From an optimization exercise on the open Yosys and OpenROAD flow, aimed at small area, a short achievable clock period and few clock cycles; shortcuts taken in it are not production practice. The RTL was checked by simulation tests, not by an equivalence proof against the original design.

$ cat design.v
module CLZ #(
  parameter W = 14
)(
  input [W - 1 : 0] in,
  output [4:0] lz
);
wire [15:0] x = {in, {(16 - W){1'b0}}};
wire [7:0] v1;
wire [7:0] c1;
wire [3:0] v2;
wire [1:0] c2 [0:3];
wire [1:0] v3;
wire [2:0] c3 [0:1];
genvar g;
generate
  for (g = 0; g < 8; g = g + 1) begin : l1
    assign v1[g] = x[2 * g + 1] | x[2 * g];
    assign c1[g] = ~x[2 * g + 1];
  end
  for (g = 0; g < 4; g = g + 1) begin : l2
    assign v2[g] = v1[2 * g + 1] | v1[2 * g];
    assign c2[g] = v1[2 * g + 1] ? {1'b0, c1[2 * g + 1]} : {1'b1, c1[2 * g]};
  end
  for (g = 0; g < 2; g = g + 1) begin : l3
    assign v3[g] = v2[2 * g + 1] | v2[2 * g];
    assign c3[g] = v2[2 * g + 1] ? {1'b0, c2[2 * g + 1]} : {1'b1, c2[2 * g]};
  end
endgenerate
wire any = v3[1] | v3[0];
wire [3:0] c4 = v3[1] ? {1'b0, c3[1]} : {1'b1, c3[0]};
assign lz = any ? {1'b0, c4} : W;
endmodule
module pfx_or #(
  parameter W = 16
)(
  input [W - 1 : 0] in,
  output [W - 1 : 0] out
);
localparam L = $clog2(W);
wire [W - 1 : 0] O [0 : L];
assign O[0] = in;
genvar l, i;
generate
  for (l = 0; l < L; l = l + 1) begin : lev
    for (i = 0; i < W; i = i + 1) begin : bt
      if ((i >> l) & 1) begin
        localparam integer j = ((i >> l) << l) - 1;
        assign O[l + 1][i] = O[l][i] | O[l][j];
      end else begin
        assign O[l + 1][i] = O[l][i];
      end
    end
  end
endgenerate
assign out = O[L];
endmodule
module padd #(
  parameter W = 16
)(
  input [W - 1 : 0] a, b,
  input cin,
  output [W - 1 : 0] s,
  output cout
);
localparam L = $clog2(W + 1);
wire [W : 0] G [0 : L];
wire [W : 0] P [0 : L];
assign G[0] = {a & b, cin};
assign P[0] = {a ^ b, 1'b0};
genvar l, i;
generate
  for (l = 0; l < L; l = l + 1) begin : lev
    for (i = 0; i <= W; i = i + 1) begin : bt
      if ((i >> l) & 1) begin
        localparam integer j = ((i >> l) << l) - 1;
        assign G[l + 1][i] = G[l][i] | (P[l][i] & G[l][j]);
        assign P[l + 1][i] = P[l][i] & P[l][j];
      end else begin
        assign G[l + 1][i] = G[l][i];
        assign P[l + 1][i] = P[l][i];
      end
    end
  end
endgenerate
assign s = P[0][W : 1] ^ G[L][W - 1 : 0];
assign cout = G[L][W];
endmodule
module pgt #(
  parameter W = 15
)(
  input [W - 1 : 0] a, b,
  output gt,
  output eq
);
localparam L = $clog2(W);
wire [W - 1 : 0] G [0 : L];
wire [W - 1 : 0] E [0 : L];
assign G[0] = a & ~b;
assign E[0] = ~(a ^ b);
genvar l, i;
generate
  for (l = 0; l < L; l = l + 1) begin : lev
    for (i = 0; i < W; i = i + 1) begin : bt
      if ((i >> l) & 1) begin
        localparam integer j = ((i >> l) << l) - 1;
        assign G[l + 1][i] = G[l][i] | (E[l][i] & G[l][j]);
        assign E[l + 1][i] = E[l][i] & E[l][j];
      end else begin
        assign G[l + 1][i] = G[l][i];
        assign E[l + 1][i] = E[l][i];
      end
    end
  end
endgenerate
assign gt = G[L][W - 1];
assign eq = E[L][W - 1];
endmodule
module dstep (
  input [14:0] r, d,
  output [14:0] r_out,
  output qb
);
wire [14:0] g0 = ~r & d;
wire [14:0] p0 = ~(r ^ d);
wire [14:0] G [0:4];
wire [14:0] P [0:4];
assign G[0] = g0;
assign P[0] = p0;
genvar l, i;
generate
  for (l = 0; l < 4; l = l + 1) begin : lev
    for (i = 0; i < 15; i = i + 1) begin : bt
      if ((i >> l) & 1) begin
        localparam integer j = ((i >> l) << l) - 1;
        assign G[l+1][i] = G[l][i] | (P[l][i] & G[l][j]);
        assign P[l+1][i] = P[l][i] & P[l][j];
      end else begin
        assign G[l+1][i] = G[l][i];
        assign P[l+1][i] = P[l][i];
      end
    end
  end
endgenerate
wire [14:0] bin = {G[4][13:0], 1'b0};
wire lt = G[4][14];         
assign qb = ~lt;
wire [14:0] t = (d ^ bin) & {15{~lt}};
wire [14:0] rn = r ^ t;
assign r_out = {rn[13:0], 1'b0};
endmodule
module divider #(
  parameter STEPS = 1
)(
  input [14:0] r_in,
  input [13:0] q_in,
  input [14:0] d,
  output [14:0] r_out,
  output [13:0] q_out
);
wire [14:0] r [0 : STEPS];
wire [13:0] q [0 : STEPS];
assign r[0] = r_in;
assign q[0] = q_in;
genvar i;
generate
  for (i = 0; i < STEPS; i = i + 1) begin : step
    wire qb;
    dstep st (.r(r[i]), .d(d), .r_out(r[i + 1]), .qb(qb));
    assign q[i + 1] = {q[i][12:0], qb};
  end
endgenerate
assign r_out = r[STEPS];
assign q_out = q[STEPS];
endmodule
module posit_extraction (
  input [15:0] x,
  output [14:0] t,
  output [5:0] sf,
  output [11:0] f,
  output zero,
  output nar
);
wire s = x[15];
wire [14:0] any_le;
pfx_or #(15) po (.in(x[14:0]), .out(any_le));
wire [14:0] lower_any = {any_le[13:0], 1'b0};
assign t = x[14:0] ^ ({15{s}} & lower_any);
assign zero = ~|x;
assign nar = s & ~lower_any[14] & ~x[14];
wire r0 = t[14];
wire [4:0] lz;
CLZ #(14) clz (.in(t[13:0] ^ {14{r0}}), .lz(lz));
wire [12:0] tmp = t[12:0] << lz[3:0];
assign f = tmp[11:0];
assign sf = {r0 ? {1'b0, lz[3:0]} : ~{1'b0, lz[3:0]}, tmp[12]};
endmodule
module posit_scalar (
  input div,
  input [5:0] a_sf, b_sf,
  output [5:0] md_sf
);
wire [5:0] bx = div ? ~b_sf : b_sf;
wire [6:0] msu = {a_sf[5], a_sf} + {bx[5], bx} + {6'd0, div};
wire signed [6:0] ms = msu;
assign md_sf = (ms > 7'sd28) ? 6'd28 : (ms < -7'sd28) ? -6'sd28 : ms[5:0];
endmodule
module posit_arithmetic_operator (
  input [1:0] opcode,
  input [15:0] a, b,
  input [13:0] div_q,          
  output [14:0] div_n, div_d,  
  output enc_sign,             
  output [5:0] enc_sf,
  output [14:0] enc_x,
  output nar,                  
  output muldiv_zero,          
  output add_zero              
);
wire [14:0] ta, tb;
wire [5:0] sfa, sfb;
wire [11:0] fa, fb;
wire za, zb, na, nb;
posit_extraction ea (.x(a), .t(ta), .sf(sfa), .f(fa), .zero(za), .nar(na));
posit_extraction eb (.x(b), .t(tb), .sf(sfb), .f(fb), .zero(zb), .nar(nb));
wire sa = a[15];
wire sb = b[15];
wire a_gt_b, a_eq_b;
pgt #(15) cmp (.a(ta), .b(tb), .gt(a_gt_b), .eq(a_eq_b));
wire eff_sub = sa ^ sb ^ opcode[0];
wire sum_zero = a_eq_b & eff_sub;
wire [5:0] sfg = a_gt_b ? sfa : sfb;
wire [11:0] fg = a_gt_b ? fa : fb;
wire [11:0] fs = a_gt_b ? fb : fa;
wire [5:0] d_ab = sfa - sfb;
wire [5:0] d_ba = sfb - sfa;
wire [5:0] shift = a_gt_b ? d_ab : d_ba;
wire [14:0] G = {2'b01, fg, 1'b0};
wire [14:0] S_full = {2'b01, fs, 1'b0};
wire [14:0] s1 = shift[0] ? {1'b0, S_full[14:1]} : S_full;
wire [14:0] s2 = shift[1] ? {2'b0, s1[14:2]} : s1;
wire [14:0] s4 = shift[2] ? {4'b0, s2[14:4]} : s2;
wire [14:0] s8 = shift[3] ? {8'b0, s4[14:8]} : s4;
wire out_any = (shift[1] & |s1[1:0]) | (shift[2] & |s2[3:0]) | (shift[3] & |s4[7:0]);
wire [14:0] S = (shift[5:4] != 2'b00) ? 15'd0 : s8;
wire sticky = shift[5] ? 1'b0 : shift[4] ? (shift[3:0] != 4'hf) : out_any;
wire [14:0] V;
padd #(15) addsub (.a(G), .b(S ^ {15{eff_sub}}), .cin(eff_sub & ~sticky), .s(V), .cout());
wire [25:0] P;
mul13 mul (.a(fa), .b(fb), .p(P));
wire [5:0] md_sf;
posit_scalar scal (.div(opcode[0]), .a_sf(sfa), .b_sf(sfb), .md_sf(md_sf));
wire fb_gt_fa;
pgt #(12) cmpf (.a(fb), .b(fa), .gt(fb_gt_fa), .eq());
wire lt = a_gt_b & fb_gt_fa;
assign div_n = {1'b1, fa, 2'b0};
assign div_d = lt ? {2'b01, fb, 1'b0} : {1'b1, fb, 2'b0};
wire [5:0] sf_d = md_sf - {5'b0, lt};
reg [14:0] x_r;
reg [5:0] sf_r;
reg s_r;
always @* begin
  case (opcode)
    2'b10: begin x_r = P[25:11]; sf_r = md_sf; s_r = sa ^ sb; end
    2'b11: begin x_r = {div_q, 1'b0}; sf_r = sf_d; s_r = sa ^ sb; end
    default: begin
      x_r = (za | zb) ? G : V;
      sf_r = sfg;
      s_r = a_gt_b ? sa : (sb ^ opcode[0]);
    end
  endcase
end
assign enc_sign = s_r;
assign enc_sf = sf_r;
assign enc_x = x_r;
assign nar = na | nb;
assign muldiv_zero = opcode[1] & (za | zb);
assign add_zero = ~opcode[1] & sum_zero;
endmodule
module mul13 (input [11:0] a, input [11:0] b, output [25:0] p);
wire neg0 = b[1] & ~(b[0] & 1'b0);
wire one0 = b[0] ^ 1'b0;
wire two0 = (b[1] & ~b[0] & ~1'b0) | (~b[1] & b[0] & 1'b0);
wire pp0_0 = ((one0 & a[0]) | (two0 & 1'b0)) ^ neg0;
wire pp0_1 = ((one0 & a[1]) | (two0 & a[0])) ^ neg0;
wire pp0_2 = ((one0 & a[2]) | (two0 & a[1])) ^ neg0;
wire pp0_3 = ((one0 & a[3]) | (two0 & a[2])) ^ neg0;
wire pp0_4 = ((one0 & a[4]) | (two0 & a[3])) ^ neg0;
wire pp0_5 = ((one0 & a[5]) | (two0 & a[4])) ^ neg0;
wire pp0_6 = ((one0 & a[6]) | (two0 & a[5])) ^ neg0;
wire pp0_7 = ((one0 & a[7]) | (two0 & a[6])) ^ neg0;
wire pp0_8 = ((one0 & a[8]) | (two0 & a[7])) ^ neg0;
wire pp0_9 = ((one0 & a[9]) | (two0 & a[8])) ^ neg0;
wire pp0_10 = ((one0 & a[10]) | (two0 & a[9])) ^ neg0;
wire pp0_11 = ((one0 & a[11]) | (two0 & a[10])) ^ neg0;
wire pp0_12 = ((one0 & 1'b1) | (two0 & a[11])) ^ neg0;
wire pp0_13 = ((one0 & 1'b0) | (two0 & 1'b1)) ^ neg0;
wire neg1 = b[3] & ~(b[2] & b[1]);
wire one1 = b[2] ^ b[1];
wire two1 = (b[3] & ~b[2] & ~b[1]) | (~b[3] & b[2] & b[1]);
wire pp1_0 = ((one1 & a[0]) | (two1 & 1'b0)) ^ neg1;
wire pp1_1 = ((one1 & a[1]) | (two1 & a[0])) ^ neg1;
wire pp1_2 = ((one1 & a[2]) | (two1 & a[1])) ^ neg1;
wire pp1_3 = ((one1 & a[3]) | (two1 & a[2])) ^ neg1;
wire pp1_4 = ((one1 & a[4]) | (two1 & a[3])) ^ neg1;
wire pp1_5 = ((one1 & a[5]) | (two1 & a[4])) ^ neg1;
wire pp1_6 = ((one1 & a[6]) | (two1 & a[5])) ^ neg1;
wire pp1_7 = ((one1 & a[7]) | (two1 & a[6])) ^ neg1;
wire pp1_8 = ((one1 & a[8]) | (two1 & a[7])) ^ neg1;
wire pp1_9 = ((one1 & a[9]) | (two1 & a[8])) ^ neg1;
wire pp1_10 = ((one1 & a[10]) | (two1 & a[9])) ^ neg1;
wire pp1_11 = ((one1 & a[11]) | (two1 & a[10])) ^ neg1;
wire pp1_12 = ((one1 & 1'b1) | (two1 & a[11])) ^ neg1;
wire pp1_13 = ((one1 & 1'b0) | (two1 & 1'b1)) ^ neg1;
wire neg2 = b[5] & ~(b[4] & b[3]);
wire one2 = b[4] ^ b[3];
wire two2 = (b[5] & ~b[4] & ~b[3]) | (~b[5] & b[4] & b[3]);
wire pp2_0 = ((one2 & a[0]) | (two2 & 1'b0)) ^ neg2;
wire pp2_1 = ((one2 & a[1]) | (two2 & a[0])) ^ neg2;
wire pp2_2 = ((one2 & a[2]) | (two2 & a[1])) ^ neg2;
wire pp2_3 = ((one2 & a[3]) | (two2 & a[2])) ^ neg2;
wire pp2_4 = ((one2 & a[4]) | (two2 & a[3])) ^ neg2;
wire pp2_5 = ((one2 & a[5]) | (two2 & a[4])) ^ neg2;
wire pp2_6 = ((one2 & a[6]) | (two2 & a[5])) ^ neg2;
wire pp2_7 = ((one2 & a[7]) | (two2 & a[6])) ^ neg2;
wire pp2_8 = ((one2 & a[8]) | (two2 & a[7])) ^ neg2;
wire pp2_9 = ((one2 & a[9]) | (two2 & a[8])) ^ neg2;
wire pp2_10 = ((one2 & a[10]) | (two2 & a[9])) ^ neg2;
wire pp2_11 = ((one2 & a[11]) | (two2 & a[10])) ^ neg2;
wire pp2_12 = ((one2 & 1'b1) | (two2 & a[11])) ^ neg2;
wire pp2_13 = ((one2 & 1'b0) | (two2 & 1'b1)) ^ neg2;
wire neg3 = b[7] & ~(b[6] & b[5]);
wire one3 = b[6] ^ b[5];
wire two3 = (b[7] & ~b[6] & ~b[5]) | (~b[7] & b[6] & b[5]);
wire pp3_0 = ((one3 & a[0]) | (two3 & 1'b0)) ^ neg3;
wire pp3_1 = ((one3 & a[1]) | (two3 & a[0])) ^ neg3;
wire pp3_2 = ((one3 & a[2]) | (two3 & a[1])) ^ neg3;
wire pp3_3 = ((one3 & a[3]) | (two3 & a[2])) ^ neg3;
wire pp3_4 = ((one3 & a[4]) | (two3 & a[3])) ^ neg3;
wire pp3_5 = ((one3 & a[5]) | (two3 & a[4])) ^ neg3;
wire pp3_6 = ((one3 & a[6]) | (two3 & a[5])) ^ neg3;
wire pp3_7 = ((one3 & a[7]) | (two3 & a[6])) ^ neg3;
wire pp3_8 = ((one3 & a[8]) | (two3 & a[7])) ^ neg3;
wire pp3_9 = ((one3 & a[9]) | (two3 & a[8])) ^ neg3;
wire pp3_10 = ((one3 & a[10]) | (two3 & a[9])) ^ neg3;
wire pp3_11 = ((one3 & a[11]) | (two3 & a[10])) ^ neg3;
wire pp3_12 = ((one3 & 1'b1) | (two3 & a[11])) ^ neg3;
wire pp3_13 = ((one3 & 1'b0) | (two3 & 1'b1)) ^ neg3;
wire neg4 = b[9] & ~(b[8] & b[7]);
wire one4 = b[8] ^ b[7];
wire two4 = (b[9] & ~b[8] & ~b[7]) | (~b[9] & b[8] & b[7]);
wire pp4_0 = ((one4 & a[0]) | (two4 & 1'b0)) ^ neg4;
wire pp4_1 = ((one4 & a[1]) | (two4 & a[0])) ^ neg4;
wire pp4_2 = ((one4 & a[2]) | (two4 & a[1])) ^ neg4;
wire pp4_3 = ((one4 & a[3]) | (two4 & a[2])) ^ neg4;
wire pp4_4 = ((one4 & a[4]) | (two4 & a[3])) ^ neg4;
wire pp4_5 = ((one4 & a[5]) | (two4 & a[4])) ^ neg4;
wire pp4_6 = ((one4 & a[6]) | (two4 & a[5])) ^ neg4;
wire pp4_7 = ((one4 & a[7]) | (two4 & a[6])) ^ neg4;
wire pp4_8 = ((one4 & a[8]) | (two4 & a[7])) ^ neg4;
wire pp4_9 = ((one4 & a[9]) | (two4 & a[8])) ^ neg4;
wire pp4_10 = ((one4 & a[10]) | (two4 & a[9])) ^ neg4;
wire pp4_11 = ((one4 & a[11]) | (two4 & a[10])) ^ neg4;
wire pp4_12 = ((one4 & 1'b1) | (two4 & a[11])) ^ neg4;
wire pp4_13 = ((one4 & 1'b0) | (two4 & 1'b1)) ^ neg4;
wire neg5 = b[11] & ~(b[10] & b[9]);
wire one5 = b[10] ^ b[9];
wire two5 = (b[11] & ~b[10] & ~b[9]) | (~b[11] & b[10] & b[9]);
wire pp5_0 = ((one5 & a[0]) | (two5 & 1'b0)) ^ neg5;
wire pp5_1 = ((one5 & a[1]) | (two5 & a[0])) ^ neg5;
wire pp5_2 = ((one5 & a[2]) | (two5 & a[1])) ^ neg5;
wire pp5_3 = ((one5 & a[3]) | (two5 & a[2])) ^ neg5;
wire pp5_4 = ((one5 & a[4]) | (two5 & a[3])) ^ neg5;
wire pp5_5 = ((one5 & a[5]) | (two5 & a[4])) ^ neg5;
wire pp5_6 = ((one5 & a[6]) | (two5 & a[5])) ^ neg5;
wire pp5_7 = ((one5 & a[7]) | (two5 & a[6])) ^ neg5;
wire pp5_8 = ((one5 & a[8]) | (two5 & a[7])) ^ neg5;
wire pp5_9 = ((one5 & a[9]) | (two5 & a[8])) ^ neg5;
wire pp5_10 = ((one5 & a[10]) | (two5 & a[9])) ^ neg5;
wire pp5_11 = ((one5 & a[11]) | (two5 & a[10])) ^ neg5;
wire pp5_12 = ((one5 & 1'b1) | (two5 & a[11])) ^ neg5;
wire pp5_13 = ((one5 & 1'b0) | (two5 & 1'b1)) ^ neg5;
wire neg6 = 1'b0 & ~(1'b1 & b[11]);
wire one6 = 1'b1 ^ b[11];
wire two6 = (1'b0 & ~1'b1 & ~b[11]) | (~1'b0 & 1'b1 & b[11]);
wire pp6_0 = ((one6 & a[0]) | (two6 & 1'b0)) ^ neg6;
wire pp6_1 = ((one6 & a[1]) | (two6 & a[0])) ^ neg6;
wire pp6_2 = ((one6 & a[2]) | (two6 & a[1])) ^ neg6;
wire pp6_3 = ((one6 & a[3]) | (two6 & a[2])) ^ neg6;
wire pp6_4 = ((one6 & a[4]) | (two6 & a[3])) ^ neg6;
wire pp6_5 = ((one6 & a[5]) | (two6 & a[4])) ^ neg6;
wire pp6_6 = ((one6 & a[6]) | (two6 & a[5])) ^ neg6;
wire pp6_7 = ((one6 & a[7]) | (two6 & a[6])) ^ neg6;
wire pp6_8 = ((one6 & a[8]) | (two6 & a[7])) ^ neg6;
wire pp6_9 = ((one6 & a[9]) | (two6 & a[8])) ^ neg6;
wire pp6_10 = ((one6 & a[10]) | (two6 & a[9])) ^ neg6;
wire pp6_11 = ((one6 & a[11]) | (two6 & a[10])) ^ neg6;
wire pp6_12 = ((one6 & 1'b1) | (two6 & a[11])) ^ neg6;
wire pp6_13 = ((one6 & 1'b0) | (two6 & 1'b1)) ^ neg6;
wire s1;
wire c2;
assign s1 = pp0_10 ^ pp1_8;
assign c2 = pp0_10 & pp1_8;
wire s3;
wire c4;
assign s3 = pp0_11 ^ pp1_9;
assign c4 = pp0_11 & pp1_9;
wire s5;
wire c6;
assign s5 = pp0_12 ^ pp1_10 ^ pp2_8;
assign c6 = (pp0_12 & pp1_10) | (pp0_12 & pp2_8) | (pp1_10 & pp2_8);
wire s7;
wire c8;
assign s7 = pp3_6 ^ pp4_4;
assign c8 = pp3_6 & pp4_4;
wire s9;
wire c10;
assign s9 = pp0_13 ^ pp1_11 ^ pp2_9;
assign c10 = (pp0_13 & pp1_11) | (pp0_13 & pp2_9) | (pp1_11 & pp2_9);
wire s11;
wire c12;
assign s11 = pp3_7 ^ pp4_5;
assign c12 = pp3_7 & pp4_5;
wire s13;
wire c14;
assign s13 = ~neg0 ^ pp1_12 ^ pp2_10;
assign c14 = (~neg0 & pp1_12) | (~neg0 & pp2_10) | (pp1_12 & pp2_10);
wire s15;
wire c16;
assign s15 = pp3_8 ^ pp4_6 ^ pp5_4;
assign c16 = (pp3_8 & pp4_6) | (pp3_8 & pp5_4) | (pp4_6 & pp5_4);
wire s17;
wire c18;
assign s17 = pp1_13 ^ pp2_11 ^ pp3_9;
assign c18 = (pp1_13 & pp2_11) | (pp1_13 & pp3_9) | (pp2_11 & pp3_9);
wire s19;
wire c20;
assign s19 = pp4_7 ^ pp5_5;
assign c20 = pp4_7 & pp5_5;
wire s21;
wire c22;
assign s21 = ~neg1 ^ pp2_12 ^ pp3_10;
assign c22 = (~neg1 & pp2_12) | (~neg1 & pp3_10) | (pp2_12 & pp3_10);
wire s23;
wire c24;
assign s23 = pp2_13 ^ pp3_11;
assign c24 = pp2_13 & pp3_11;
wire s25;
wire c26;
assign s25 = pp0_6 ^ pp1_4;
assign c26 = pp0_6 & pp1_4;
wire s27;
wire c28;
assign s27 = pp0_7 ^ pp1_5;
assign c28 = pp0_7 & pp1_5;
wire s29;
wire c30;
assign s29 = pp0_8 ^ pp1_6 ^ pp2_4;
assign c30 = (pp0_8 & pp1_6) | (pp0_8 & pp2_4) | (pp1_6 & pp2_4);
wire s31;
wire c32;
assign s31 = pp3_2 ^ pp4_0;
assign c32 = pp3_2 & pp4_0;
wire s33;
wire c34;
assign s33 = pp0_9 ^ pp1_7 ^ pp2_5;
assign c34 = (pp0_9 & pp1_7) | (pp0_9 & pp2_5) | (pp1_7 & pp2_5);
wire s35;
wire c36;
assign s35 = pp3_3 ^ pp4_1;
assign c36 = pp3_3 & pp4_1;
wire s37;
wire c38;
assign s37 = pp2_6 ^ pp3_4 ^ pp4_2;
assign c38 = (pp2_6 & pp3_4) | (pp2_6 & pp4_2) | (pp3_4 & pp4_2);
wire s39;
wire c40;
assign s39 = pp5_0 ^ neg5 ^ s1;
assign c40 = (pp5_0 & neg5) | (pp5_0 & s1) | (neg5 & s1);
wire s41;
wire c42;
assign s41 = pp2_7 ^ pp3_5 ^ pp4_3;
assign c42 = (pp2_7 & pp3_5) | (pp2_7 & pp4_3) | (pp3_5 & pp4_3);
wire s43;
wire c44;
assign s43 = pp5_1 ^ s3 ^ c2;
assign c44 = (pp5_1 & s3) | (pp5_1 & c2) | (s3 & c2);
wire s45;
wire c46;
assign s45 = pp5_2 ^ pp6_0 ^ neg6;
assign c46 = (pp5_2 & pp6_0) | (pp5_2 & neg6) | (pp6_0 & neg6);
wire s47;
wire c48;
assign s47 = s5 ^ s7 ^ c4;
assign c48 = (s5 & s7) | (s5 & c4) | (s7 & c4);
wire s49;
wire c50;
assign s49 = pp5_3 ^ pp6_1 ^ s9;
assign c50 = (pp5_3 & pp6_1) | (pp5_3 & s9) | (pp6_1 & s9);
wire s51;
wire c52;
assign s51 = s11 ^ c6 ^ c8;
assign c52 = (s11 & c6) | (s11 & c8) | (c6 & c8);
wire s53;
wire c54;
assign s53 = pp6_2 ^ 1'b1 ^ s13;
assign c54 = (pp6_2 & 1'b1) | (pp6_2 & s13) | (1'b1 & s13);
wire s55;
wire c56;
assign s55 = s15 ^ c10 ^ c12;
assign c56 = (s15 & c10) | (s15 & c12) | (c10 & c12);
wire s57;
wire c58;
assign s57 = pp6_3 ^ 1'b1 ^ s17;
assign c58 = (pp6_3 & 1'b1) | (pp6_3 & s17) | (1'b1 & s17);
wire s59;
wire c60;
assign s59 = s19 ^ c14 ^ c16;
assign c60 = (s19 & c14) | (s19 & c16) | (c14 & c16);
wire s61;
wire c62;
assign s61 = pp4_8 ^ pp5_6 ^ pp6_4;
assign c62 = (pp4_8 & pp5_6) | (pp4_8 & pp6_4) | (pp5_6 & pp6_4);
wire s63;
wire c64;
assign s63 = s21 ^ c18 ^ c20;
assign c64 = (s21 & c18) | (s21 & c20) | (c18 & c20);
wire s65;
wire c66;
assign s65 = pp4_9 ^ pp5_7 ^ pp6_5;
assign c66 = (pp4_9 & pp5_7) | (pp4_9 & pp6_5) | (pp5_7 & pp6_5);
wire s67;
wire c68;
assign s67 = 1'b1 ^ s23 ^ c22;
assign c68 = (1'b1 & s23) | (1'b1 & c22) | (s23 & c22);
wire s69;
wire c70;
assign s69 = ~neg2 ^ pp3_12 ^ pp4_10;
assign c70 = (~neg2 & pp3_12) | (~neg2 & pp4_10) | (pp3_12 & pp4_10);
wire s71;
wire c72;
assign s71 = pp5_8 ^ pp6_6 ^ c24;
assign c72 = (pp5_8 & pp6_6) | (pp5_8 & c24) | (pp6_6 & c24);
wire s73;
wire c74;
assign s73 = pp3_13 ^ pp4_11 ^ pp5_9;
assign c74 = (pp3_13 & pp4_11) | (pp3_13 & pp5_9) | (pp4_11 & pp5_9);
wire s75;
wire c76;
assign s75 = pp6_7 ^ 1'b1;
assign c76 = pp6_7 & 1'b1;
wire s77;
wire c78;
assign s77 = ~neg3 ^ pp4_12 ^ pp5_10;
assign c78 = (~neg3 & pp4_12) | (~neg3 & pp5_10) | (pp4_12 & pp5_10);
wire s79;
wire c80;
assign s79 = pp4_13 ^ pp5_11;
assign c80 = pp4_13 & pp5_11;
wire s81;
wire c82;
assign s81 = pp0_4 ^ pp1_2;
assign c82 = pp0_4 & pp1_2;
wire s83;
wire c84;
assign s83 = pp0_5 ^ pp1_3;
assign c84 = pp0_5 & pp1_3;
wire s85;
wire c86;
assign s85 = pp2_2 ^ pp3_0 ^ neg3;
assign c86 = (pp2_2 & pp3_0) | (pp2_2 & neg3) | (pp3_0 & neg3);
wire s87;
wire c88;
assign s87 = pp2_3 ^ pp3_1 ^ s27;
assign c88 = (pp2_3 & pp3_1) | (pp2_3 & s27) | (pp3_1 & s27);
wire s89;
wire c90;
assign s89 = neg4 ^ s29 ^ s31;
assign c90 = (neg4 & s29) | (neg4 & s31) | (s29 & s31);
wire s91;
wire c92;
assign s91 = s33 ^ s35 ^ c30;
assign c92 = (s33 & s35) | (s33 & c30) | (s35 & c30);
wire s93;
wire c94;
assign s93 = s37 ^ s39 ^ c34;
assign c94 = (s37 & s39) | (s37 & c34) | (s39 & c34);
wire s95;
wire c96;
assign s95 = s41 ^ s43 ^ c38;
assign c96 = (s41 & s43) | (s41 & c38) | (s43 & c38);
wire s97;
wire c98;
assign s97 = s45 ^ s47 ^ c42;
assign c98 = (s45 & s47) | (s45 & c42) | (s47 & c42);
wire s99;
wire c100;
assign s99 = s49 ^ s51 ^ c46;
assign c100 = (s49 & s51) | (s49 & c46) | (s51 & c46);
wire s101;
wire c102;
assign s101 = s53 ^ s55 ^ c50;
assign c102 = (s53 & s55) | (s53 & c50) | (s55 & c50);
wire s103;
wire c104;
assign s103 = s57 ^ s59 ^ c54;
assign c104 = (s57 & s59) | (s57 & c54) | (s59 & c54);
wire s105;
wire c106;
assign s105 = s61 ^ s63 ^ c58;
assign c106 = (s61 & s63) | (s61 & c58) | (s63 & c58);
wire s107;
wire c108;
assign s107 = s65 ^ s67 ^ c62;
assign c108 = (s65 & s67) | (s65 & c62) | (s67 & c62);
wire s109;
wire c110;
assign s109 = s69 ^ s71 ^ c66;
assign c110 = (s69 & s71) | (s69 & c66) | (s71 & c66);
wire s111;
wire c112;
assign s111 = s73 ^ s75 ^ c70;
assign c112 = (s73 & s75) | (s73 & c70) | (s75 & c70);
wire s113;
wire c114;
assign s113 = pp6_8 ^ s77 ^ c74;
assign c114 = (pp6_8 & s77) | (pp6_8 & c74) | (s77 & c74);
wire s115;
wire c116;
assign s115 = pp6_9 ^ 1'b1 ^ s79;
assign c116 = (pp6_9 & 1'b1) | (pp6_9 & s79) | (1'b1 & s79);
wire s117;
wire c118;
assign s117 = ~neg4 ^ pp5_12 ^ pp6_10;
assign c118 = (~neg4 & pp5_12) | (~neg4 & pp6_10) | (pp5_12 & pp6_10);
wire s119;
wire c120;
assign s119 = pp5_13 ^ pp6_11;
assign c120 = pp5_13 & pp6_11;
wire s121;
wire c122;
assign s121 = pp0_2 ^ pp1_0;
assign c122 = pp0_2 & pp1_0;
wire s123;
wire c124;
assign s123 = pp0_3 ^ pp1_1;
assign c124 = pp0_3 & pp1_1;
wire s125;
wire c126;
assign s125 = pp2_0 ^ neg2 ^ s81;
assign c126 = (pp2_0 & neg2) | (pp2_0 & s81) | (neg2 & s81);
wire s127;
wire c128;
assign s127 = pp2_1 ^ s83 ^ c82;
assign c128 = (pp2_1 & s83) | (pp2_1 & c82) | (s83 & c82);
wire s129;
wire c130;
assign s129 = s25 ^ s85 ^ c84;
assign c130 = (s25 & s85) | (s25 & c84) | (s85 & c84);
wire s131;
wire c132;
assign s131 = c26 ^ s87 ^ c86;
assign c132 = (c26 & s87) | (c26 & c86) | (s87 & c86);
wire s133;
wire c134;
assign s133 = c28 ^ s89 ^ c88;
assign c134 = (c28 & s89) | (c28 & c88) | (s89 & c88);
wire s135;
wire c136;
assign s135 = c32 ^ s91 ^ c90;
assign c136 = (c32 & s91) | (c32 & c90) | (s91 & c90);
wire s137;
wire c138;
assign s137 = c36 ^ s93 ^ c92;
assign c138 = (c36 & s93) | (c36 & c92) | (s93 & c92);
wire s139;
wire c140;
assign s139 = c40 ^ s95 ^ c94;
assign c140 = (c40 & s95) | (c40 & c94) | (s95 & c94);
wire s141;
wire c142;
assign s141 = c44 ^ s97 ^ c96;
assign c142 = (c44 & s97) | (c44 & c96) | (s97 & c96);
wire s143;
wire c144;
assign s143 = c48 ^ s99 ^ c98;
assign c144 = (c48 & s99) | (c48 & c98) | (s99 & c98);
wire s145;
wire c146;
assign s145 = c52 ^ s101 ^ c100;
assign c146 = (c52 & s101) | (c52 & c100) | (s101 & c100);
wire s147;
wire c148;
assign s147 = c56 ^ s103 ^ c102;
assign c148 = (c56 & s103) | (c56 & c102) | (s103 & c102);
wire s149;
wire c150;
assign s149 = c60 ^ s105 ^ c104;
assign c150 = (c60 & s105) | (c60 & c104) | (s105 & c104);
wire s151;
wire c152;
assign s151 = c64 ^ s107 ^ c106;
assign c152 = (c64 & s107) | (c64 & c106) | (s107 & c106);
wire s153;
wire c154;
assign s153 = c68 ^ s109 ^ c108;
assign c154 = (c68 & s109) | (c68 & c108) | (s109 & c108);
wire s155;
wire c156;
assign s155 = c72 ^ s111 ^ c110;
assign c156 = (c72 & s111) | (c72 & c110) | (s111 & c110);
wire s157;
wire c158;
assign s157 = c76 ^ s113 ^ c112;
assign c158 = (c76 & s113) | (c76 & c112) | (s113 & c112);
wire s159;
wire c160;
assign s159 = c78 ^ s115 ^ c114;
assign c160 = (c78 & s115) | (c78 & c114) | (s115 & c114);
wire s161;
wire c162;
assign s161 = c80 ^ s117 ^ c116;
assign c162 = (c80 & s117) | (c80 & c116) | (s117 & c116);
wire s163;
wire c164;
assign s163 = 1'b1 ^ s119 ^ c118;
assign c164 = (1'b1 & s119) | (1'b1 & c118) | (s119 & c118);
wire s165;
wire c166;
assign s165 = ~neg5 ^ pp6_12 ^ c120;
assign c166 = (~neg5 & pp6_12) | (~neg5 & c120) | (pp6_12 & c120);
wire s167;
wire c168;
assign s167 = pp6_13 ^ 1'b1;
assign c168 = pp6_13 & 1'b1;
wire [25:0] r0 = {s167, s165, s163, s161, s159, s157, s155, s153, s151, s149, s147, s145, s143, s141, s139, s137, s135, s133, s131, s129, s127, s125, s123, neg1, pp0_1, pp0_0};
wire [25:0] r1 = {c166, c164, c162, c160, c158, c156, c154, c152, c150, c148, c146, c144, c142, c140, c138, c136, c134, c132, c130, c128, c126, c124, c122, s121, 1'b0, neg0};
padd #(26) cpa (.a(r0), .b(r1), .cin(1'b0), .s(p), .cout());
endmodule
module posit_encoder (
  input sign,
  input [5:0] sf,
  input [11:0] f,
  output [15:0] ans
);
wire neg = sf[5];
wire [3:0] sh = sf[4:1] ^ {4{neg}};
wire [14:0] w = {~neg, neg, sf[0], f};
wire [29:0] wx = {{15{~neg}}, w} >> sh;
wire [15:0] t = {1'b0, wx[14:0]};
wire [15:0] any_le;
pfx_or #(16) po (.in(t), .out(any_le));
wire [15:0] lower_any = {any_le[14:0], 1'b0};
assign ans = t ^ ({16{sign}} & lower_any);
endmodule
module posit_top#(
  parameter posit_width = 16,  
  parameter es = 1  
)(
  input clk,
  input reset,
  input start,
  input [1:0] opcode,  
  input [posit_width - 1 : 0] a, b,
  output reg done,
  output zero,
  output [posit_width - 1 : 0] result
);
wire [14:0] div_n, div_d;
wire enc_sign, nar, muldiv_zero, add_zero;
wire [5:0] enc_sf;
wire [14:0] enc_x;
reg busy1, busy2, busy3;
reg [14:0] r_reg, d_reg;
reg [13:0] q_reg;
reg sign_reg, nar_reg, mdz_reg, addz_reg, div_reg;
reg [5:0] sf_reg;
reg [14:0] x_reg;
wire [4:0] lz_out;
CLZ #(15) clz_out (.in(x_reg), .lz(lz_out));
wire [14:0] xn = x_reg << lz_out[3:0];
wire [11:0] f_out = xn[13:2];
wire [5:0] sf_out = div_reg ? sf_reg : sf_reg + 6'd1 - {2'b0, lz_out[3:0]};
wire [15:0] enc_ans;
posit_encoder enc (.sign(sign_reg), .sf(sf_out), .f(f_out), .ans(enc_ans));
assign result = nar_reg ? 16'h8000 : (mdz_reg | addz_reg) ? 16'h0000 : enc_ans;
assign zero = addz_reg | (~mdz_reg & sf_out[5] & (sf_out[4:2] == 3'b000));
wire [14:0] r4, r5;
wire [13:0] q4, q5;
divider #(.STEPS(4)) div_b4 (.r_in(r_reg), .q_in(q_reg), .d(d_reg), .r_out(r4), .q_out(q4));
divider #(.STEPS(1)) div_b1 (.r_in(r4), .q_in(q4), .d(d_reg), .r_out(r5), .q_out(q5));
posit_arithmetic_operator core (
  .opcode(opcode), .a(a), .b(b), .div_q(q4),
  .div_n(div_n), .div_d(div_d),
  .enc_sign(enc_sign), .enc_sf(enc_sf), .enc_x(enc_x),
  .nar(nar), .muldiv_zero(muldiv_zero), .add_zero(add_zero)
);
wire start_div = start & opcode[1] & opcode[0];
always @(posedge clk or posedge reset) begin
  if (reset) begin
    done <= 1'b0;
    busy1 <= 1'b0;
    busy2 <= 1'b0;
    busy3 <= 1'b0;
  end else begin
    done <= (start & ~start_div) | busy3;
    busy1 <= start_div;
    busy2 <= busy1;
    busy3 <= busy2;
  end
end
always @(posedge clk) begin
  sign_reg <= enc_sign;
  sf_reg <= enc_sf;
  x_reg <= enc_x;
  div_reg <= opcode[1] & opcode[0];
  nar_reg <= nar;
  mdz_reg <= muldiv_zero;
  addz_reg <= add_zero;
  r_reg <= (busy1 | busy2) ? r5 : div_n;
  q_reg <= (busy1 | busy2) ? q5 : 14'd0;
  d_reg <= div_d;
end
endmodule
$ cat flow/run.sh
#!/bin/bash
# Layout flow: the standard layout (standard.sh) with two settings
# changed on its make command line:
#  - ADDER_MAP_FILE is left empty, so Yosys does not extract full/half adders
#    into sky130 fa/ha cells and ABC maps the arithmetic into ordinary gates
#    (faster carry paths);
#  - BUFFER_PORTS_ARGS makes the port buffers (every input and output port
#    still gets one) sky130_fd_sc_hd__buf_4 cells instead of the default
#    delay cells.
# Everything else, including the registers the synthesis makes, is the
# standard flow's. The ORFS output goes to flow_orfs.log.
set -euo pipefail
cd "$(dirname "$0")/.."
sed "s/CLKGATE_MAP_FILE= /CLKGATE_MAP_FILE= ADDER_MAP_FILE= 'BUFFER_PORTS_ARGS=-buffer_cell sky130_fd_sc_hd__buf_4' /" standard.sh > standard_own.sh
grep -q 'ADDER_MAP_FILE= ' standard_own.sh
bash standard_own.sh > flow_orfs.log 2>&1 || { tail -50 flow_orfs.log; exit 1; }
test -f out/final.def
$ cat standard.sh
#!/bin/bash
# synth_recipe.tcl (not shown) runs the flow's synth.tcl, then flattens the netlist and writes it again
# the make line also repeats each setting of config.mk as NAME=value (left out here)
make -C /OpenROAD-flow-scripts/flow DESIGN_CONFIG=/design/flow/config.mk WORK_HOME=/design/flow/orfs CLKGATE_MAP_FILE= SYNTH_SCRIPT=/design/flow/synth_recipe.tcl "${@:-finish}"
$ cat config.mk
export PLATFORM = sky130hd
export DESIGN_NAME = posit_top
export DESIGN_NICKNAME = posit_top
export VERILOG_FILES = /design/flow/design.v
export SDC_FILE = /design/flow/constraint.sdc
export NUM_CORES = 4
export LEC_CHECK = 0
export ABC_AREA = 1
export CAP_MARGIN = 20
export CORE_MARGIN = 2
export CORE_UTILIZATION = 55
export SETUP_SLACK_MARGIN = 2.0
export SLEW_MARGIN = 20
export TNS_END_PERCENT = 0
$ cat constraint.sdc
create_clock -name core_clock -period 10.5 [get_ports {clk}]
set_input_delay 2.1000 -clock core_clock [delete_from_list [all_inputs] [get_ports {clk}]]
set_output_delay 2.1000 -clock core_clock [all_outputs]
set_load 0.01 [all_outputs]
==> results of run 1 <==
cell families after synthesis:
group | after synthesis | synth area share
simple gates | 2880 | 0.613
buf+inv | 643 | 0.130
compound gates | 488 | 0.141
xor+xnor | 106 | 0.0491
flops | 67 | 0.0673
mux | 1 | 0.000495
metal layers:
| metal | part of all wire | track usage |
|---|---|---|
| met1 | 0.45 | 0.479 |
| met3 | 0.079 | 0.0313 |
| met4 | 0.032 | 0.103 |
| met2 | 0.44 | 0.590 |
| met5 | 0 | 0 |
metrics by stage:
stage / cells
after CTS: 4646
after global routing: 4752
after floorplan: 4185
after global placement: 4615
after detailed placement: 4615
final: 4753
cells in the final DEF, fill, tap and decap left out, drive strengths merged, types with 20 or more instances in the layout:
cell      synthesis  final
a21boi           24     24
nor2            276    280
inv             518    506
clkinvlp          0     20
xor2             87     87
buf              73    186
o211ai           20     20
nor3             37     37
o21ai           278    279
dfxtp            63     63
nand2          1829   1832
nand3           594    594
a21oi            91     92
or2              26     26
nand3b           28     28
nand4            74     74
worst paths after layout:
check                                 end       from  slack [ps]  cells after the start
worst min-delay path                busy2      busy1         380                      0
worst max-delay path            r_reg[13]  d_reg[10]        2440                     46
max in group asynchronous           busy1      reset        8700                      2
min in group asynchronous           busy2      reset        1650                      2
worst max register to register  r_reg[13]  d_reg[10]        2440                     46
worst min register to register      busy2      busy1         380                      0
cell type report:
class / count / area [um^2] / area share
clock buffers: 11 / 243 / 0.0106
repair buffers: 187 / 1500 / 0.0657
diodes: 1 / 2.50 / 0.000110
flip-flops and latches: 67 / 1370 / 0.0600
multi-input cells: 3484 / 17000 / 0.744
clock inverters: 5 / 61.3 / 0.00269
inverters: 525 / 2060 / 0.0903
well taps: 468 / 586 / 0.0257
repair inverters: 5 / 30.0 / 0.00132
repair_timing:
action	4_1_cts	5_1_grt
pin swaps	4	31
cloned	2	13
endpoints found under the setup margin	36	42
gates resized for setup	34	175
setup buffers	13	93
==> results.json, run 1 <==
{
  "cts_hold_buf": 0,
  "maxSlewHeadroom": 0.269,
  "synthTopCellsByCount": "nand2_1 (1,789), nand3_1 (579), inv_1 (471), nor2_1 (246), o21ai_0 (227)",
  "synth_top_area_frac": 0.332,
  "synthesis.nets": 4222,
  "final_layout_size_suffix_gt1_frac": 0.120,
  "drt_iter0_markers": 2536,
  "clock_skew_ps": 11.9,
  "outcome": "timing/DRC/antenna clean",
  "route.detailed.drc": 0,
  "yosysSeqAreaShare": 0.0673,
  "slowest_delay_ps": 370,
  "syn-instance-count": 4185,
  "fillers": 3925,
  "timing.final.ws_setup_ps": 2440,
  "synth_seq_cells": 67,
  "cp-start-kind": "flop",
  "fin_crit_ps": 8060,
  "grt_start_max_net_pins": 52,
  "area_growth_pct": 12.8,
  "crit_required_ps": 10730,
  "drv_cap": 0,
  "chipHeight_um": 196,
  "yosys.area.top_type": "nand2_1",
  "die-area_um2": 38300,
  "dpl_cell_area_um2": 20800,
  "synthArstFlopShare": 0.0597,
  "report.final.hold_viol_count": 0,
  "cts_max_level": 3,
  "rsz0062_at_grt": "yes",
  "ios": 55,
  "crit_type": "flop to flop",
  "wire_per_inst_um": 14.9,
  "hpwl_um": 54300,
  "start_util": 0.555,
  "cts_tree": "yes",
  "first_pass_iters": 6,
  "coreArea_um2": 36400,
  "clkLatencyLatePin_ps": 350,
  "cp_max_fo": 14,
  "antenna_found_initial": 4,
  "clkTransAtPathRegs_ps": 60,
  "numPortBuffers": 54,
  "cts_buffers": 9,
  "max_clock_freq_mhz": 124,
  "worstSetupEndpointType": "flop",
  "grt_usage": 0.351,
  "grt_pass1_wl_um": 112000,
  "finalNetCount": 4316,
  "hold_ws_ps": 376,
  "path_buf_inv": 4,
  "setup-violations-final": 0,
  "via_per_inst": 5.54,
  "setup_tns_ps": 0,
  "ys_top_cells_by_area": "nand2_1 (33%), nand3_1 (14%), inv_1 (8.7%)",
  "post-route-period-util": 0.768,
  "syn_area_per_cell_um2": 4.83,
  "synth_edf_count": 0,
  "yosys.cell_count.top_type": "nand2_1",
  "ys_types": 73,
  "wirelength_um": 71000,
  "drv_slew": 0,
  "final_util": 0.626,
  "clockRootBuffer": "clkbuf_16",
  "cpLargestDelayFamily": "simple AND/OR/NAND/NOR gates",
  "grt_overflow": 0,
  "cts.path.max_buffers": 2,
  "cp.arrival_ps": 8300,
  "grt_pass1_vias": 22300,
  "ys.flop_type": "dfxtp_1",
  "ys_warn_count": 13,
  "largest_reg_flops": 15,
  "netlist_area_um2": 20200,
  "tightest_slew_ps": 1080,
  "fp-row-count": 70,
  "crit_slowest_cell": "nor2_2",
  "dr_total_vias": 26400,
  "cts.sinks": 67,
  "gp_congestion": 0.980,
  "fp.dieW_um": 196,
  "hp-class": "flop to flop",
  "postLayoutCellArea_um2": 22800,
  "post-place-ws_ps": 836,
  "ant_nets": 0,
  "cp_common_cell": "nand2_1"
}
Testbench counts, summed over its fixed seeds: cycles 46,265.
==> run 2, diff against run 1 <==
--- a/config.mk
+++ b/config.mk
@@ -8,7 +8,7 @@
 export ABC_AREA = 1
 export CAP_MARGIN = 20
 export CORE_MARGIN = 2
-export CORE_UTILIZATION = 55
+export CORE_UTILIZATION = 62
 export SETUP_SLACK_MARGIN = 2.0
 export SLEW_MARGIN = 20
-export TNS_END_PERCENT = 0
+export TNS_END_PERCENT = 5
==> results.json, run 2 <==
{
  "hpwl_um": 53400,
  "syn-instance-count": 4185,
  "start_util": 0.626,
  "post-place-ws_ps": 828,
  "numPortBuffers": 54,
  "tightest_slew_ps": 961,
  "hp-class": "flop to flop",
  "yosys.area.top_type": "nand2_1",
  "cp_common_cell": "nand2_1",
  "slowest_delay_ps": 580,
  "ys_types": 73,
  "ys_top_cells_by_area": "nand2_1 (33%), nand3_1 (14%), inv_1 (8.7%)",
  "rsz0062_at_grt": "yes",
  "drt_iter0_markers": 3316,
  "ant_nets": 0,
  "grt_usage": 0.391,
  "timing.final.ws_setup_ps": 2420,
  "route.detailed.drc": 0,
  "cp-start-kind": "input port",
  "fin_crit_ps": 8080,
  "final_cell_count_no_fill": 4728,
  "clock_skew_ps": 15.7,
  "finalNetCount": 4316,
  "layout_commonest_cell": "nand2_1",
  "grt_pass1_vias": 22300,
  "coreArea_um2": 32300,
  "gp_congestion": 1.04,
  "cts_max_level": 3,
  "cts.path.max_buffers": 2,
  "outcome": "timing/DRC/antenna clean",
  "grt_overflow": 0,
  "grt_pass1_wl_um": 109000,
  "wirelength_um": 71500,
  "synth_seq_cells": 67,
  "synth_edf_count": 0,
  "netlist_area_um2": 20200,
  "post-route-period-util": 0.769,
  "ys_warn_count": 13,
  "cts_hold_buf": 0,
  "fp-row-count": 66,
  "dpl.cell_count": 4590,
  "synth_top_area_frac": 0.332,
  "cp.arrival_ps": 8270,
  "seqCellArea_um2": 1370,
  "drv_slew": 0,
  "cp_max_fo": 51,
  "area_growth_pct": 12.9,
  "setup_tns_ps": 0,
  "synthesis.nets": 4222,
  "yosysSeqAreaShare": 0.0673,
  "wire_per_inst_um": 15.1,
  "crit_slowest_cell": "or4_1",
  "setup-violations-final": 0,
  "first_pass_iters": 6,
  "cts_buffers": 9,
  "yosys.cell_count.top_type": "nand2_1",
  "clockRootBuffer": "clkbuf_16",
  "synthArstFlopShare": 0.0597,
  "cts.sinks": 67,
  "via_per_inst": 5.74,
  "fp.dieW_um": 185,
  "synthTopCellsByCount": "nand2_1 (1,789), nand3_1 (579), inv_1 (471), nor2_1 (246), o21ai_0 (227)",
  "antenna_found_initial": 5,
  "worstSetupEndpointType": "flop",
  "clkLatencyLatePin_ps": 350,
  "fillers": 3189,
  "grt_start_max_net_pins": 52,
  "dr_total_vias": 27100,
  "final_cell_mix": "nand2_1 (1,752), nand3_1 (574), inv_1 (452), nor2_1 (228), o21ai_0 (213)",
  "clkTransAtPathRegs_ps": 60,
  "maxSlewHeadroom": 0.353,
  "syn_area_per_cell_um2": 4.83,
  "crit_type": "input port to flop",
  "max_clock_freq_mhz": 124,
  "multi_input_area_um2": 17000,
  "final_util": 0.707,
  "crit_required_ps": 10690,
  "largest_reg_flops": 15,
  "ios": 55,
  "chipHeight_um": 185,
  "ys.flop_type": "dfxtp_1",
  "die-area_um2": 34100,
  "report.final.hold_viol_count": 0,
  "drv_cap": 0,
  "cts_tree": "yes",
  "final_layout_size_suffix_gt1_frac": 0.120
}
-- run 2: cell counts after synthesis --
No cell type changed its count.
-- run 2: final cells by class --
class                      instances  share of cell area
inverter                         525              0.0905
clock inverter                     5             0.00345
multi-input combinational       3488               0.747
timing repair buffer             182              0.0631
sequential                        67              0.0599
timing repair inverter             6             0.00153
clock buffer                      11              0.0102
tap                              442              0.0242
antenna                            2            0.000219
-- run 2: critical path, delay by kind of cell --
kind | cells | cell delay [ps]
AOI/OAI and AO/OA | 9 | 1920
and+or+nand+nor | 26 | 3360
buffers and inverters | 4 | 880
-- run 2: path summary, 6_finish.rpt --
path | from | endpoint | slack (ps) | cells after the start
max | b[0] | x_reg[4] | 2420 | 39
min | busy1 | busy2 | 380 | 0
max reg2reg | d_reg[10] | r_reg[12] | 2490 | 49
min reg2reg | busy1 | busy2 | 380 | 0
max in group asynchronous | reset | busy1 | 8710 | 2
min in group asynchronous | reset | busy2 | 1640 | 2
-- run 2: kinds of logic after synthesis --
kind of cell              share of synthesized area
DFF                                          0.0673
AOI/OAI and AO/OA                             0.141
and+or+nand+nor                               0.613
muxes                                      0.000495
buffers and inverters                         0.130
xor gates and xnor gates                     0.0491
-- run 2: through the flow --
stage / hold slack [ps] / instance area [um^2]
floorplan: 354 / 20200
global placement: 355 / 20700
detailed placement: 370 / 20700
CTS: 382 / 21200
global route: 388 / 22800
finish: 379 / 22800
-- run 2: layer usage --
layer  global-route usage  up-vias  part of all wire
met5                    0        -           0.00042
li1                     -    13600                 -
met3               0.0713      297              0.11
met4                0.167        4             0.051
met2                0.623     1470              0.42
met1                0.517    11700              0.41
-- run 2: repair_timing --
| action | in CTS | in global routing |
|---|---|---|
| resized for setup | 31 | 185 |
| pin swaps | 1 | 41 |
| cloned | 2 | 17 |
| buffers inserted | 2 | 99 |
| setup endpoints to repair | 35 | 43 |
==> run 3, diff against run 2 <==
--- a/config.mk
+++ b/config.mk
@@ -8,7 +8,7 @@
 export ABC_AREA = 1
 export CAP_MARGIN = 20
 export CORE_MARGIN = 2
-export CORE_UTILIZATION = 62
+export CORE_UTILIZATION = 55
 export SETUP_SLACK_MARGIN = 2.0
 export SLEW_MARGIN = 20
 export TNS_END_PERCENT = 5
==> results.json, run 3 <==
{
  "drv_slew": 0,
  "final_cell_count_no_fill": 4755,
  "cts_tree": "yes",
  "slowest_delay_ps": 370,
  "rsz0062_at_grt": "yes",
  "synthTopCellsByCount": "nand2_1 (1,789), nand3_1 (579), inv_1 (471), nor2_1 (246), o21ai_0 (227)",
  "largest_reg_flops": 15,
  "cp-start-kind": "flop",
  "grt_overflow": 0,
  "synth_top_area_frac": 0.332,
  "syn-instance-count": 4185,
  "final_layout_size_suffix_gt1_frac": 0.120,
  "layout_commonest_cell": "nand2_1",
  "fin_crit_ps": 8050,
  "worstRegToRegCells": 46,
  "clock_skew_ps": 12.1,
  "cts.path.max_buffers": 2,
  "synthesis.nets": 4222,
  "grt_usage": 0.351,
  "start_util": 0.555,
  "worstSetupEndpointType": "flop",
  "max_clock_freq_mhz": 124,
  "gp_congestion": 0.980,
  "setup_tns_ps": 0,
  "clkTransAtPathRegs_ps": 60,
  "yosys.cell_count.top_type": "nand2_1",
  "cts_max_level": 3,
  "grt_start_max_net_pins": 52,
  "dr_total_vias": 26300,
  "gr-usage-met3": 0.0313,
  "crit_required_ps": 10730,
  "post-route-period-util": 0.767,
  "cp_common_cell": "nand2_1",
  "crit_slowest_cell": "nor2_2",
  "synth_top_family_by_area": "simple AND/OR/NAND/NOR gates",
  "timing.final.ws_setup_ps": 2450,
  "grt_pass1_vias": 22300,
  "dpl.cell_count": 4615,
  "hp-start": "busy1",
  "clkLatencyLatePin_ps": 350,
  "rr_startpoint": "d_reg[10]",
  "die-area_um2": 38300,
  "fp-row-count": 70,
  "setup-violations-final": 0,
  "wirelength_um": 71000,
  "whs_path_depth": 0,
  "wire_per_inst_um": 14.9,
  "clockRootBuffer": "clkbuf_16",
  "crit_type": "flop to flop",
  "coreArea_um2": 36400,
  "antenna_found_initial": 4,
  "cts_hold_buf": 0,
  "cts_buffers": 9,
  "maxSlewHeadroom": 0.295,
  "via_per_inst": 5.54,
  "synth_seq_cells": 67,
  "ys_types": 73,
  "netlist_area_um2": 20200,
  "drv_cap": 0,
  "synth_fa_ha_area_frac": 0,
  "use_met2": 0.590,
  "grt_most_used_layer": "met2",
  "hp-class": "flop to flop",
  "fillers": 3919,
  "ys.flop_type": "dfxtp_1",
  "hpwl_um": 54300,
  "synthXorXnorAreaFrac": 0.0491,
  "ant_nets": 0,
  "ys_warn_count": 13,
  "first_pass_iters": 7,
  "cp_max_fo": 14,
  "route.detailed.drc": 0,
  "grt_util_met1": 0.479,
  "ys_top_cells_by_area": "nand2_1 (33%), nand3_1 (14%), inv_1 (8.7%)",
  "cts.sinks": 67,
  "synthArstFlopShare": 0.0597,
  "ios": 55,
  "numPortBuffers": 54,
  "post-place-ws_ps": 836,
  "synth_edf_count": 0,
  "muxShareOfSynthArea": 0.000495,
  "cp.arrival_ps": 8280,
  "finalNetCount": 4318,
  "synth_compound_area_frac": 0.141,
  "yosys.area_share.simple": 0.613,
  "tightest_slew_ps": 1050,
  "chipHeight_um": 196,
  "fp.dieW_um": 196,
  "area_growth_pct": 12.9,
  "final_cell_mix": "nand2_1 (1,750), nand3_1 (568), inv_1 (454), nor2_1 (229), o21ai_0 (217)",
  "syn_area_per_cell_um2": 4.83,
  "grt_pass1_wl_um": 112000,
  "yosysSeqAreaShare": 0.0673,
  "yosys.area.top_type": "nand2_1",
  "hold_ws_ps": 376,
  "outcome": "timing/DRC/antenna clean",
  "drt_iter0_markers": 2577,
  "report.final.hold_viol_count": 0,
  "worstSetupStartpoint": "d_reg[10]"
}
run 3: cell types whose count changed in the layout (fill, tap and decap cells not counted), sizes merged:
| cell | before | now |
|---|---|---|
| bufinv | 2 | 1 |
| clkbuf | 11 | 12 |
| a21oi | 93 | 92 |
| nor2 | 281 | 280 |
| nand2 | 1834 | 1832 |
| clkinvlp | 24 | 21 |
| diode | 2 | 1 |
| clkinv | 9 | 8 |
| buf | 182 | 187 |
| inv | 501 | 506 |
run 3: path summary, 6_finish.rpt:
check                           slack [ps]   endpoint
worst max-delay path                  2450  r_reg[13]
worst min-delay path                   380      busy2
worst max register to register        2450  r_reg[13]
worst min register to register         380      busy2
max in group asynchronous             8700      busy1
min in group asynchronous             1650      busy2
run 3: metrics by stage:
step	util	area, um^2
3_5_place_dp	0.570	20800
5_1_grt	0.627	22800
4_1_cts	0.584	21300
6_report	0.627	22800
3_3_place_gp	0.570	20800
2_1_floorplan	-	20200
run 3: kinds of logic after synthesis:
group | Yosys count
AOI/OAI and AO/OA | 488
xor gates and xnor gates | 106
buffers and inverters | 643
DFF | 67
muxes | 1
and+or+nand+nor | 2880
run 3: worst max-delay path, delay by kind of cell (launching register included):
kind | cells | cell delay (ps)
flops | 1 | 310
buf+inv | 4 | 700
simple gates | 39 | 6490
compound gates | 2 | 240
xor+xnor | 1 | 170
run 3: cell type report:
cell class | instances | area, um^2 | share of cell area
diodes | 1 | 2.50 | 0.000110
clock buffers | 11 | 243 | 0.0106
clock inverters | 5 | 61.3 | 0.00268
inverters | 525 | 2060 | 0.0902
multi-input cells | 3484 | 17000 | 0.743
flip-flops and latches | 67 | 1370 | 0.0600
well taps | 468 | 586 | 0.0256
repair buffers | 188 | 1510 | 0.0660
repair inverters | 6 | 35.0 | 0.00153
run 3: what timing repair did:
item	4_1_cts	5_1_grt
cloned	2	14
hold endpoints to repair	0	0
buffers inserted	13	94
endpoints found under the setup margin	36	42
resized for setup	34	176
pin swaps	4	32
run 3: per-layer routing:
| layer | wire length [um] | share of wire |
|---|---|---|
| met1 | 31800 | 0.45 |
| met2 | 31300 | 0.44 |
| met3 | 5470 | 0.077 |
| met4 | 2460 | 0.035 |
| met5 | 0 | 0 |
==> run 4, diff against run 3 <==
--- a/config.mk
+++ b/config.mk
@@ -9,6 +9,6 @@
 export CAP_MARGIN = 20
 export CORE_MARGIN = 2
 export CORE_UTILIZATION = 55
-export SETUP_SLACK_MARGIN = 2.0
+export SETUP_SLACK_MARGIN = 2.25
 export SLEW_MARGIN = 20
 export TNS_END_PERCENT = 5
==> results.json, run 4 <==
{
  "grt_overflow": 0,
  "antenna_found_initial": 4,
  "fin_crit_ps": 7900,
  "route.detailed.drc": 0,
  "synth_edf_count": 0,
  "cp.arrival_ps": 5800,
  "cp_max_fo": 10,
  "drt_iter0_markers": 2470,
  "report.final.hold_viol_count": 0,
  "cp-start-kind": "flop",
  "ant_nets": 0,
  "ios": 55,
  "final_util": 0.647,
  "clkLatencyLatePin_ps": 350,
  "dpl.cell_count": 4615,
  "ff2ff_setup_slack_ps": 2740,
  "hpwl_um": 54300,
  "gr-usage-met3": 0.0454,
  "synth_fa_ha_area_frac": 0,
  "multi_input_area_um2": 17400,
  "fp-row-count": 70,
  "path_buf_inv": 9,
  "synthXorXnorAreaFrac": 0.0491,
  "fp.dieW_um": 196,
  "ys.flop_type": "dfxtp_1",
  "cts_max_level": 3,
  "hp-start": "busy1",
  "muxShareOfSynthArea": 0.000495,
  "dr_total_vias": 26900,
  "hold_end": "busy2",
  "setup_tns_ps": 0,
  "syn-instance-count": 4185,
  "postLayoutCellArea_um2": 23600,
  "post-route-period-util": 0.752,
  "finalNetCount": 4354,
  "layout_commonest_cell": "nand2_1",
  "syn_area_per_cell_um2": 4.83,
  "numPortBuffers": 54,
  "final_layout_size_suffix_gt1_frac": 0.144,
  "grt_most_used_layer": "met2",
  "hp-class": "flop to flop",
  "cts_buffers": 9,
  "tightest_slew_ps": 1130,
  "grt_util_met1": 0.480,
  "cts_hold_buf": 0,
  "worstRegToRegCells": 50,
  "grt_pass1_wl_um": 114000,
  "first_pass_iters": 6,
  "ys_top_cells_by_area": "nand2_1 (33%), nand3_1 (14%), inv_1 (8.7%)",
  "clkTransAtPathRegs_ps": 50,
  "yosys.cell_count.top_type": "nand2_1",
  "rsz0062_at_grt": "yes",
  "setup-violations-final": 0,
  "cp_common_cell": "inv_1",
  "wirelength_um": 72800,
  "max_clock_freq_mhz": 127,
  "rr_startpoint": "d_reg[10]",
  "gp_congestion": 0.980,
  "die-area_um2": 38300,
  "drv_slew": 0,
  "chipHeight_um": 196,
  "wire_per_inst_um": 15.2,
  "whs_path_depth": 0,
  "yosys.area_share.simple": 0.613,
  "slowest_delay_ps": 330,
  "coreArea_um2": 36400,
  "start_util": 0.555,
  "final_cell_count_no_fill": 4791,
  "dpl_cell_area_um2": 20800,
  "cpLargestDelayFamily": "simple AND/OR/NAND/NOR gates",
  "yosys.area.top_type": "nand2_1",
  "synthesis.nets": 4222,
  "synthArstFlopShare": 0.0597,
  "synth_compound_area_frac": 0.141,
  "drv_cap": 0,
  "crit_required_ps": 8400,
  "synth_seq_cells": 67,
  "grt_pass1_vias": 22700,
  "synthTopCellsByCount": "nand2_1 (1,789), nand3_1 (579), inv_1 (471), nor2_1 (246), o21ai_0 (227)",
  "yosysSeqAreaShare": 0.0673,
  "clockRootBuffer": "clkbuf_16",
  "ys_warn_count": 13,
  "grt_usage": 0.358,
  "rr_endpoint": "r_reg[13]",
  "maxSlewHeadroom": 0.240,
  "via_per_inst": 5.61,
  "crit_type": "flop to primary output",
  "area_growth_pct": 16.5,
  "final_cell_mix": "nand2_1 (1,719), nand3_1 (556), inv_1 (449), nor2_1 (215), o21ai_0 (204)",
  "cts.path.max_buffers": 2,
  "fillers": 3782,
  "cts_tree": "yes",
  "cts.sinks": 67,
  "crit_slowest_cell": "dfxtp_1",
  "outcome": "timing/DRC/antenna clean",
  "clock_skew_ps": 12.6,
  "grt_start_max_net_pins": 52,
  "use_met2": 0.598,
  "synth_top_family_by_area": "simple AND/OR/NAND/NOR gates",
  "ys_types": 73,
  "largest_reg_flops": 15,
  "seqCellArea_um2": 1370,
  "netlist_area_um2": 20200,
  "worstSetupEndpointType": "primary output",
  "synth_top_area_frac": 0.332
}
[run 4: changes by cell type in the layout (fill, tap and decap cells not counted), moves of 13 or more]
cell / previous run / this run
nand2_2: 52 / 74
nor2_1: 229 / 215
buf_4: 174 / 196
o21ai_0: 217 / 204
nand2_1: 1750 / 1719
[run 4: final cells by class]
type | instances | share of cell area
Antenna cell | 1 | 0.000106
Clock buffer | 11 | 0.0103
Clock inverter | 5 | 0.00260
Inverter | 525 | 0.0880
Multi-Input combinational cell | 3492 | 0.739
Sequential cell | 67 | 0.0581
Tap cell | 468 | 0.0248
Timing Repair Buffer | 216 | 0.0750
Timing Repair inverter | 6 | 0.00170
[run 4: worst max-delay path by stage]
stage	end	cells past startpoint	from	slack [ps]
2_1_floorplan	result[14]	41	x_reg[14]	3030
3_3_place_gp	x_reg[12]	49	b[0]	970
3_5_place_dp	x_reg[4]	49	b[0]	840
4_1_cts	r_reg[8]	48	d_reg[9]	2240
5_1_grt	result[14]	45	x_reg[6]	2070
6_report	result[14]	44	x_reg[6]	2600
[run 4: worst reg2reg max path, delay by kind of cell (launching register included)]
family	cells	cell delay [ps]
flip-flops	1	310
buffers and inverters	6	920
AO/OA/AOI/OAI	2	230
AND/OR/NAND/NOR	42	6230
[run 4: repair_timing]
item,4_1_cts,5_1_grt
setup endpoints to repair,41,41
buffers inserted,22,113
gates resized for setup,65,269
gates cloned,8,16
pin swaps,7,66
[run 4: metal layers]
metal  part of all wire  vias to the layer above
li1                   -                    13700
met1               0.43                    11800
met2               0.44                     1176
met3              0.090                      215
met4              0.037                        2
met5            0.00011                        -
[run 4: cells by family after synthesis]
family,Yosys count
buf+inv,643
flops,67
xor+xnor,106
compound gates,488
mux,1
simple gates,2880
[run 4: metrics by stage]
stage | setup WS (ps) | hold WS (ps)
6_report | 2600 | 374
5_1_grt | 2070 | 391
4_1_cts | 2240 | 375
3_5_place_dp | 836 | 363
3_3_place_gp | 969 | 356
2_1_floorplan | 3030 | 354

-- static timing again, ports no longer ideal --
How much do the figures lean on ideal ports? The routed layouts below were timed once more, with nothing changed but the port constraints. Step 1 assumes that a clkbuf_16 drives the clock port and a buf_2 every other input. Step 2 moves the port delays by t, midway between the first and last clock arrival at a register: inputs arrive t later, outputs are due t later. That takes back most of the time a late clock gives input paths. Three values: ideal, step 1, step 2; two values: the first two.
| run | t, ns | setup slack, ns | worst setup path at the end | worst slew at a driven data input, ns |
|---|---|---|---|---|
| run 1 | 0.393 | 2.436 / 2.436 / 2.153 | input to register | 0.06 |
| run 2 | 0.389 | 2.421 / 2.391 / 2.059 | input to register | 0.12 |
| run 3 | 0.394 | 2.451 / 2.451 / 2.114 | input to register | 0.07 |
| run 4 | 0.394 | 2.604 / 2.555 / 2.281 | input to register | 0.07 |
After both steps setup and hold are still met in every run listed. The setup slack of run 2, which loses most, moves by -0.030 ns with the drivers and by -0.362 ns with both steps.
